Context: an optimization exercise on an open-source flow, tuned for small area and a short achievable clock period. The choices shown serve that exercise and are no tape-out recipe. Where RTL was checked, it was by simulation tests only, not by an equivalence proof against the original. No activity file was given, so power comes from the tool's default toggle rates.

== run A ==
// Axi4SharedSdramCtrl
module Axi4SharedSdramCtrl (
  input               io_axi_arw_valid,
  output              io_axi_arw_ready,
  input      [22:0]   io_axi_arw_payload_addr,
  input      [3:0]    io_axi_arw_payload_id,
  input      [7:0]    io_axi_arw_payload_len,
  input      [2:0]    io_axi_arw_payload_size,
  input      [1:0]    io_axi_arw_payload_burst,
  input               io_axi_arw_payload_write,
  input               io_axi_w_valid,
  output              io_axi_w_ready,
  input      [31:0]   io_axi_w_payload_data,
  input      [3:0]    io_axi_w_payload_strb,
  input               io_axi_w_payload_last,
  output              io_axi_b_valid,
  input               io_axi_b_ready,
  output     [3:0]    io_axi_b_payload_id,
  output     [1:0]    io_axi_b_payload_resp,
  output              io_axi_r_valid,
  input               io_axi_r_ready,
  output     [31:0]   io_axi_r_payload_data,
  output     [3:0]    io_axi_r_payload_id,
  output     [1:0]    io_axi_r_payload_resp,
  output              io_axi_r_payload_last,
  output     [10:0]   io_sdram_ADDR,
  output     [1:0]    io_sdram_BA,
  input      [31:0]   io_sdram_DQ_read,
  output     [31:0]   io_sdram_DQ_write,
  output     [31:0]   io_sdram_DQ_writeEnable,
  output     [3:0]    io_sdram_DQM,
  output              io_sdram_CASn,
  output              io_sdram_CKE,
  output              io_sdram_CSn,
  output              io_sdram_RASn,
  output              io_sdram_WEn,
  input               io_axiClk,
  input               resetCtrl_axiReset
);
Settings: LEC_CHECK=0, CAP_MARGIN=20, CORE_MARGIN=2, CORE_UTILIZATION=40, CTS_BUF_LIST=sky130_fd_sc_hd__clkbuf_8, CTS_CLUSTER_SIZE=20, SETUP_SLACK_MARGIN=5, SLEW_MARGIN=20; clock period 10.0 ns.
run.sh (not shown) runs the stock make flow with config.mk's settings and CLKGATE_MAP_FILE= SYNTH_SCRIPT=/design/flow/synth_recipe.tcl, a recipe that flattens the netlist after the stock synthesis.
Inputs modified between run A and run B:
Settings: CTS_BUF_LIST: sky130_fd_sc_hd__clkbuf_8 -> unset; CTS_CLUSTER_SIZE: 20 -> unset.
--- outcome ---
Run B went all the way through synthesis, placement and routing and the layout is clean on timing, DRC and antenna.
Sequential share of layout area: run B vs run A down 0.21 points
Run B vs. run A: total number of nets in the final design went down by 27.
There was hardly any difference in total area of multi-input combinational cells between run B and run A.
Transition time at the pin with the least slew margin delta (run B -> run A): insignificant
Delta (run B minus run A): relative area of clock buffers and inverters in the final design +0.40 points; worst hold slack +0.0081 ns; max-slew headroom at the worst pin ~0 delta; wire length -about 0.4%; shortest clock period the worst path allows after layout ~0 delta.
What run C does differently from run B at the input level:
Settings: setting ABC_AREA to 1 for the first time.
### Flow results
- When run C is set beside run B, its register-to-register setup slack turns out to be 0.18 ns larger.
- | final cycle utilization of the critical path | lower: run C |
- From run B to run C the numbers moved as follows: clock group share of total power went down 6.3 points; portion of the post-synthesis area used by sequential elements moved down.
No functional check of the RTL was part of any run of this note.

Axi4SharedSdramCtrl, a different RTL version from the one above (not shown whole).
For scale: roughly 410 flip-flops, ~250 I/O pins, ~18000 µm² of cells after synthesis.
Design Axi4SharedSdramCtrl, start of the top module:
module Axi4SharedSdramCtrl (
  input               io_axi_arw_valid,
  output reg          io_axi_arw_ready,
  input      [22:0]   io_axi_arw_payload_addr,
  input      [3:0]    io_axi_arw_payload_id,
  input      [7:0]    io_axi_arw_payload_len,
  input      [2:0]    io_axi_arw_payload_size,
  input      [1:0]    io_axi_arw_payload_burst,
  input               io_axi_arw_payload_write,
  input               io_axi_w_valid,
  output              io_axi_w_ready,
  input      [31:0]   io_axi_w_payload_data,
  input      [3:0]    io_axi_w_payload_strb,
  input               io_axi_w_payload_last,
  output              io_axi_b_valid,
  input               io_axi_b_ready,
  output     [3:0]    io_axi_b_payload_id,
  output     [1:0]    io_axi_b_payload_resp,
  output              io_axi_r_valid,
  input               io_axi_r_ready,
  output     [31:0]   io_axi_r_payload_data,
  output     [3:0]    io_axi_r_payload_id,
  output     [1:0]    io_axi_r_payload_resp,
  output              io_axi_r_payload_last,
  output     [10:0]   io_sdram_ADDR,
  output     [1:0]    io_sdram_BA,
  input      [31:0]   io_sdram_DQ_read,
  output     [31:0]   io_sdram_DQ_write,
  output     [31:0]   io_sdram_DQ_writeEnable,
  output     [3:0]    io_sdram_DQM,
  output              io_sdram_CASn,
  output              io_sdram_CKE,
  output              io_sdram_CSn,
  output              io_sdram_RASn,
  output              io_sdram_WEn,
  input               io_axiClk,
  input               resetCtrl_axiReset
);
clock: 10.0 ns
lec_check: 0
cap_margin: 20
core_margin: 2
core_utilization: 40
setup_slack_margin: 3
slew_margin: 20
Next try:
SETUP_SLACK_MARGIN = default   (was 3)
Outcome:
- critical path depth is lower by 3
- worst hold slack hardly moves
- design area shrinks slightly
- fmax decreases by about a fifth
Next try:
SETUP_SLACK_MARGIN = 5   (was default)
The new run completed with no timing, DRC or antenna violations.
Final cell count climbs by about 1.6%.
Die area stays the same.
Design area is higher by about 2.7%.
Global-route usage came out higher by 0.21 points.
Total power goes up by about 1.3%.
Wire length grows by 2.1%.
Area after synthesis is unchanged.
Clock-buffer cell count is lower by 5.
Worst hold slack hardly moves.
Via count rose by about 1.6%.
Register-to-register slack improves by 0.43 ns.

north:
Another version of the RTL of Axi4SharedSdramCtrl (not shown whole).
Size: ~1500 cells after synthesis.
==> flow/config.mk <==
export PLATFORM = sky130hd
export DESIGN_NAME = Axi4SharedSdramCtrl
export DESIGN_NICKNAME = Axi4SharedSdramCtrl
export VERILOG_FILES = /design/flow/design.v
export SDC_FILE = /design/flow/constraint.sdc
export NUM_CORES = 4
export LEC_CHECK = 0
export ABC_AREA = 1
export CAP_MARGIN = 20
export CORE_MARGIN = 2
export CORE_UTILIZATION = 55
export CTS_BUF_LIST = sky130_fd_sc_hd__clkbuf_16
export CTS_CLUSTER_DIAMETER = 100
export CTS_CLUSTER_SIZE = 30
export SETUP_SLACK_MARGIN = 5
export SLEW_MARGIN = 20
==> flow/constraint.sdc <==
create_clock -name core_clock -period 10.0 [get_ports {io_axiClk}]
set_input_delay 2.0000 -clock core_clock [delete_from_list [all_inputs] [get_ports {io_axiClk}]]
set_output_delay 2.0000 -clock core_clock [all_outputs]
set_load 0.01 [all_outputs]
standard.sh (not shown) runs the stock make flow with config.mk's settings and CLKGATE_MAP_FILE= SYNTH_SCRIPT=/design/flow/synth_recipe.tcl, a recipe that flattens the netlist after the stock synthesis.
==> flow/flow/run.sh <==
#!/bin/bash
# Standard ORFS layout (the standard.sh) with two changes:
#  - port buffers are inserted as the smallest plain buffer instead of the
#    default delay-buffer cell; repair_design / repair_timing then size them;
#  - clock tree synthesis without dummy load cells.
set -euo pipefail
bash standard.sh \
  "BUFFER_PORTS_ARGS=-buffer_cell sky130_fd_sc_hd__buf_1" \
  "CTS_ARGS=-sink_clustering_enable -repair_clock_nets -sink_clustering_size 30 -sink_clustering_max_diameter 100 -buf_list sky130_fd_sc_hd__clkbuf_16 -dont_use_dummy_load" \
  finish > standard_make.log 2>&1
## Diff of input files: south against north
Settings: clearing SETUP_SLACK_MARGIN, which used to be 5; clearing ABC_AREA, which used to be 1.
Findings:
- Cell count (lower): south
- Against north as the reference, south delivers a higher sequential share of layout area.
- Sort north and south by final period demand of the worst path desc -> top: south
## Diff of input files: east against south
Settings: swapping 30 for 15 in CTS_CLUSTER_SIZE; swapping 100 for 80 in CTS_CLUSTER_DIAMETER; swapping sky130_fd_sc_hd__clkbuf_16 for sky130_fd_sc_hd__clkbuf_8 in CTS_BUF_LIST; putting SETUP_SLACK_MARGIN at 5 where nothing was set.
==> flow/flow/run.sh <==
#!/bin/bash
# Standard ORFS layout (the standard.sh), with the port buffers inserted
# as the smallest plain buffer instead of the default delay-buffer cell;
# repair_design / repair_timing then size them as the paths need.
set -euo pipefail
bash standard.sh "BUFFER_PORTS_ARGS=-buffer_cell sky130_fd_sc_hd__buf_1" finish > standard_make.log 2>&1
## What came out
Relative to south, global-route usage increased by 0.42 points in east.
Between east and south, the clock buffer count in the final layout is higher for east.
Diff south -> east: slew of the pin with the lowest slew margin went up, sequential share of layout area down 1.7 points.
Of the two values seen for cell type of the slowest stage on the worst timing path, sky130_fd_sc_hd__nor4_2 was produced by east and sky130_fd_sc_hd__nor4_1 by south.

Another version of the RTL of Axi4SharedSdramCtrl (not shown whole).
Size in the first run: roughly 1400 cells after synthesis, roughly 400 flip-flops, ~250 I/O pins, ~18000 um2 of cells after synthesis.
// Axi4SharedSdramCtrl
module Axi4SharedSdramCtrl (
  input               io_axi_arw_valid,
  output              io_axi_arw_ready,
  input      [22:0]   io_axi_arw_payload_addr,
  input      [3:0]    io_axi_arw_payload_id,
  input      [7:0]    io_axi_arw_payload_len,
  input      [2:0]    io_axi_arw_payload_size,
  input      [1:0]    io_axi_arw_payload_burst,
  input               io_axi_arw_payload_write,
  input               io_axi_w_valid,
  output              io_axi_w_ready,
  input      [31:0]   io_axi_w_payload_data,
  input      [3:0]    io_axi_w_payload_strb,
  input               io_axi_w_payload_last,
  output              io_axi_b_valid,
  input               io_axi_b_ready,
  output     [3:0]    io_axi_b_payload_id,
  output     [1:0]    io_axi_b_payload_resp,
  output              io_axi_r_valid,
  input               io_axi_r_ready,
  output     [31:0]   io_axi_r_payload_data,
  output     [3:0]    io_axi_r_payload_id,
  output     [1:0]    io_axi_r_payload_resp,
  ...
Settings: LEC_CHECK=0, CAP_MARGIN=20, CORE_MARGIN=2, CORE_UTILIZATION=45, CTS_BUF_LIST=sky130_fd_sc_hd__clkbuf_16, CTS_CLUSTER_DIAMETER=100, CTS_CLUSTER_SIZE=30, SETUP_SLACK_MARGIN=5, SLEW_MARGIN=20, SYNTH_HIERARCHICAL=1, SYNTH_MINIMUM_KEEP_SIZE=0; clock period 10.0 ns.
==> flow/flow/run.sh <==
#!/bin/bash
# Standard ORFS layout (the standard.sh) with two changes:
#  - port buffers are inserted as the smallest plain buffer instead of the
#    default delay-buffer cell; repair_design / repair_timing then size them;
#  - clock tree synthesis without dummy load cells.
set -euo pipefail
bash standard.sh \
  "BUFFER_PORTS_ARGS=-buffer_cell sky130_fd_sc_hd__buf_1" \
  "CTS_ARGS=-sink_clustering_enable -repair_clock_nets -sink_clustering_size 30 -sink_clustering_max_diameter 100 -buf_list sky130_fd_sc_hd__clkbuf_16 -dont_use_dummy_load" \
  finish > standard_make.log 2>&1
Then changed:
CORE_UTILIZATION = 65   (was 45)
Result: Sequential share of layout area went up by 0.36 points; final area went down by 0.63%; cell count went down by 8.6%; via count went up by 1.0%; first-iteration DRC count went down by 11%; wire length went down by 4.1%; fmax went up by 0.68%; register-to-register slack improves by 0.09 ns.
Then changed:
CORE_UTILIZATION = 55   (was 65)
Effect: The new run completed without violations. Final area went down by about 0.64%. Hold slack is about the same. Register-to-register slack is better by 0.35 ns. Total power goes down by 0.32%. Wire length rose by 0.97%. Via count came out lower by about 2%. Die area went up by about 18%. Core utilization came out lower by 11 points. Clock-buffer cell count is unchanged. Setup slack barely changes. Clock power is about the same.
Then changed:
ABC_AREA = 1   (was unset)
Via count rose by roughly a tenth; combinational power rose by well over a third; synthesized cell count rose by about a fifth; core utilization rose by 1.7 points.

Setup of run 1:
Axi4SharedSdramCtrl, a different RTL version from the one above (not shown whole).
For scale: roughly 1300 cells after synthesis, ~400 flip-flops, about 18000 um2 of cells after synthesis.
## Axi4SharedSdramCtrl
module Axi4SharedSdramCtrl (
  input               io_axi_arw_valid,
  output              io_axi_arw_ready,
  input      [22:0]   io_axi_arw_payload_addr,
  input      [3:0]    io_axi_arw_payload_id,
  input      [7:0]    io_axi_arw_payload_len,
  input      [2:0]    io_axi_arw_payload_size,
  input      [1:0]    io_axi_arw_payload_burst,
  input               io_axi_arw_payload_write,
  input               io_axi_w_valid,
  output              io_axi_w_ready,
  input      [31:0]   io_axi_w_payload_data,
  input      [3:0]    io_axi_w_payload_strb,
  input               io_axi_w_payload_last,
  output              io_axi_b_valid,
  input               io_axi_b_ready,
  output     [3:0]    io_axi_b_payload_id,
  output     [1:0]    io_axi_b_payload_resp,
  output              io_axi_r_valid,
  input               io_axi_r_ready,
  output     [31:0]   io_axi_r_payload_data,
  output     [3:0]    io_axi_r_payload_id,
  output     [1:0]    io_axi_r_payload_resp,
  output              io_axi_r_payload_last,
  output     [10:0]   io_sdram_ADDR,
  output     [1:0]    io_sdram_BA,
  input      [31:0]   io_sdram_DQ_read,
  output     [31:0]   io_sdram_DQ_write,
  output     [31:0]   io_sdram_DQ_writeEnable,
  output     [3:0]    io_sdram_DQM,
  output              io_sdram_CASn,
  output              io_sdram_CKE,
  output              io_sdram_CSn,
  output              io_sdram_RASn,
  output              io_sdram_WEn,
  input               io_axiClk,
  input               resetCtrl_axiReset
);
export LEC_CHECK = 0
export CAP_MARGIN = 20
export CORE_MARGIN = 2
export CORE_UTILIZATION = 55
export CTS_BUF_LIST = sky130_fd_sc_hd__clkbuf_16
export CTS_CLUSTER_DIAMETER = 100
export CTS_CLUSTER_SIZE = 30
export SETUP_SLACK_MARGIN = 5
export SLEW_MARGIN = 20
create_clock -name core_clock -period 10.0 [get_ports {io_axiClk}]
==> flow/flow/run.sh <==
#!/bin/bash
# Standard ORFS layout (the standard.sh), with the port buffers inserted
# as the smallest plain buffer instead of the default delay-buffer cell;
# repair_design / repair_timing then size them as the paths need.
set -euo pipefail
bash standard.sh "BUFFER_PORTS_ARGS=-buffer_cell sky130_fd_sc_hd__buf_1" finish > standard_make.log 2>&1
Run 1 completed; timing, DRC and antenna clean
Inputs modified between run 1 and run 2:
Settings: ABC_AREA newly set to 1.
==> flow/flow/run.sh <==
#!/bin/bash
# Standard ORFS layout (the standard.sh) with two changes:
#  - port buffers are inserted as the smallest plain buffer instead of the
#    default delay-buffer cell; repair_design / repair_timing then size them;
#  - clock tree synthesis without dummy load cells.
set -euo pipefail
bash standard.sh \
  "BUFFER_PORTS_ARGS=-buffer_cell sky130_fd_sc_hd__buf_1" \
  "CTS_ARGS=-sink_clustering_enable -repair_clock_nets -sink_clustering_size 30 -sink_clustering_max_diameter 100 -buf_list sky130_fd_sc_hd__clkbuf_16 -dont_use_dummy_load" \
  finish > standard_make.log 2>&1
Run 2 finished all stages; the layout is clean.
Looking at run 2 and run 1, the flip-flop and latch share of the layout cell area is a wash.
Of run 2 and run 1, it is run 2 that has the lower pin count of the biggest net entering global routing.
Run 2 does worse than run 1 on routed via count.
On wire length of the first global-routing pass, run 2 and run 1 are neck and neck.
Diff run 1 -> run 2 | number of global-route vias before repair | up by a few percent
The number of buffers outside the clock class in the layout number comes out higher for run 2 vs run 1.
Edits applied to the flow inputs when going from run 2 to run 3:
Settings: removing ABC_AREA (formerly 1).
==> comparison <==
Compared with run 2, run 3 shows number of standard cells in the layout, taps in and fillers out lower by 301. Re combinational fraction of design power: run 2 was lower than run 3. Re slew at the pin closest to its max-slew limit: run 3 is 0.033 ns up on run 2. sky130_fd_sc_hd__nor4_4 as the slowest stage cell on the critical path was reported by run 3, and sky130_fd_sc_hd__o21a_1 by run 2. Run 3 does worse than run 2 on synthesized area.
No functional check of the RTL was part of any run of this note.

Another version of the RTL of Axi4SharedSdramCtrl (not shown whole).
Size in the first run: ~360 flip-flops.
clock: 10.0 ns
lec_check: 0
cap_margin: 20
core_margin: 2
core_utilization: 55
cts_buf_list: sky130_fd_sc_hd__clkbuf_16
cts_cluster_diameter: 100
cts_cluster_size: 30
setup_slack_margin: 5
slew_margin: 20
synth_hierarchical: 1
synth_minimum_keep_size: 0
==> flow/flow/run.sh <==
#!/bin/bash
# Standard ORFS layout (the standard.sh) with two changes:
#  - port buffers are inserted as the smallest plain buffer instead of the
#    default delay-buffer cell; repair_design / repair_timing then size them;
#  - clock tree synthesis without dummy load cells.
set -euo pipefail
bash standard.sh \
  "BUFFER_PORTS_ARGS=-buffer_cell sky130_fd_sc_hd__buf_1" \
  "CTS_ARGS=-sink_clustering_enable -repair_clock_nets -sink_clustering_size 30 -sink_clustering_max_diameter 100 -buf_list {sky130_fd_sc_hd__clkbuf_8 sky130_fd_sc_hd__clkbuf_16} -dont_use_dummy_load" \
  finish > standard_make.log 2>&1
The starting point completed without violations.
Change:
--- a/flow/flow/run.sh
+++ b/flow/flow/run.sh
@@ -7,4 +7,4 @@
 bash standard.sh \
   "BUFFER_PORTS_ARGS=-buffer_cell sky130_fd_sc_hd__buf_1" \
-  "CTS_ARGS=-sink_clustering_enable -repair_clock_nets -sink_clustering_size 30 -sink_clustering_max_diameter 100 -buf_list {sky130_fd_sc_hd__clkbuf_8 sky130_fd_sc_hd__clkbuf_16} -dont_use_dummy_load" \
+  "CTS_ARGS=-sink_clustering_enable -repair_clock_nets -sink_clustering_size 30 -sink_clustering_max_diameter 100 -buf_list sky130_fd_sc_hd__clkbuf_16 -dont_use_dummy_load" \
   finish > standard_make.log 2>&1
Result:
- The new run passed the timing, design-rule and antenna checks
- via count is unchanged
- area after synthesis stays the same
- clock skew does not change
- worst hold slack is unchanged
- non-clock buffer count does not change
- sequential share of layout area does not change
- global-route usage does not change
Change:
==> flow/flow/run.sh (replaced) <==
#!/bin/bash
# Standard ORFS layout (the standard.sh) with these changes:
#  - port buffers are inserted as the smallest plain buffer instead of the
#    default delay-buffer cell; repair_design / repair_timing then size them;
#  - clock tree synthesis without dummy load cells;
#  - the slow 4-input NOR cells are not used.
set -euo pipefail
DU=$(make -s -C "$FLOW_HOME" DESIGN_CONFIG="$PWD/config.mk" print-DONT_USE_CELLS 2>/dev/null | sed -n 's/^DONT_USE_CELLS: //p')
bash standard.sh \
  "DONT_USE_CELLS=$DU sky130_fd_sc_hd__nor4_1 sky130_fd_sc_hd__nor4_2 sky130_fd_sc_hd__nor4_4 sky130_fd_sc_hd__nor4b_1 sky130_fd_sc_hd__nor4b_2 sky130_fd_sc_hd__nor4b_4 sky130_fd_sc_hd__nor4bb_1 sky130_fd_sc_hd__nor4bb_2 sky130_fd_sc_hd__nor4bb_4" \
  "BUFFER_PORTS_ARGS=-buffer_cell sky130_fd_sc_hd__buf_1" \
  "CTS_ARGS=-sink_clustering_enable -repair_clock_nets -sink_clustering_size 30 -sink_clustering_max_diameter 100 -buf_list sky130_fd_sc_hd__clkbuf_16 -dont_use_dummy_load" \
  finish > standard_make.log 2>&1
Effect: The changed run produced a clean layout. Cell count came out higher by 0.51%. Core utilization came out higher by 0.17 points. Wire length came out lower by 0.93%. Synthesized area barely changes.

==> separate check: timing with driven ports <==
How much do the figures lean on ideal ports? The routed layouts below were timed once more, with nothing changed but the port constraints.
Step 1, drivers: a clkbuf_16 drives io_axiClk and a buf_2 each remaining input, both assumed.
Step 2 moves the port delays by t, midway between the first and last clock arrival at a register: inputs arrive t later, outputs are due t later. That takes back most of the time a late clock gives input paths.
a / b / c = ideal ports / drivers / drivers and shift; a / b = the first two.
run	t, ns	slack for setup (ns)	latest minus earliest clock arrival (ns)	slew at the worst register clock pin (ns)
run A	0.646	4.351 / 4.327 / 4.327	0.038 / 0.038	0.07 / 0.07
run B	0.621	4.350 / 4.326 / 4.326	0.025 / 0.025	0.06 / 0.06
run C	0.617	4.476 / 4.423 / 4.423	0.022 / 0.021	0.06 / 0.06
the first run of note 2	0.625	3.058 / 3.037 / 3.037	0.029 / 0.029	0.06 / 0.06
the second run of note 2	0.625	1.418 / 1.379 / 1.379	0.031 / 0.031	0.06 / 0.06
the third run of note 2	0.633	3.348 / 3.292 / 3.292	0.016 / 0.016	0.06 / 0.06
north	0.563	4.564 / 4.514 / 4.457	0.036 / 0.036	0.11 / 0.11
south	0.546	3.938 / 3.909 / 3.909	0.049 / 0.049	0.11 / 0.11
east	0.651	4.372 / 4.333 / 4.333	0.027 / 0.027	0.11 / 0.11
the first run of note 4	0.568	4.716 / 4.663 / 4.663	0.066 / 0.065	0.12 / 0.12
the second run of note 4	0.566	4.752 / 4.711 / 4.711	0.059 / 0.058	0.12 / 0.12
the third run of note 4	0.555	4.751 / 4.703 / 4.703	0.052 / 0.051	0.12 / 0.12
the fourth run of note 4	0.562	4.811 / 4.787 / 4.574	0.049 / 0.049	0.12 / 0.12
run 1	0.570	4.524 / 4.477 / 4.477	0.031 / 0.032	0.11 / 0.11
run 2	0.555	4.716 / 4.677 / 4.677	0.064 / 0.064	0.11 / 0.11
run 3	0.553	4.518 / 4.472 / 4.472	0.063 / 0.064	0.11 / 0.11
the first run of note 6	0.547	4.723 / 4.673 / 4.559	0.036 / 0.036	0.12 / 0.12
the second run of note 6	0.547	4.723 / 4.673 / 4.559	0.036 / 0.036	0.12 / 0.12
the third run of note 6	0.555	4.559 / 4.523 / 4.523	0.041 / 0.040	0.12 / 0.12
After both steps every run listed still meets setup and hold. For the fourth run of note 4, which loses most, drivers alone change the setup slack by -0.024 ns; drivers and shift together by -0.237 ns.
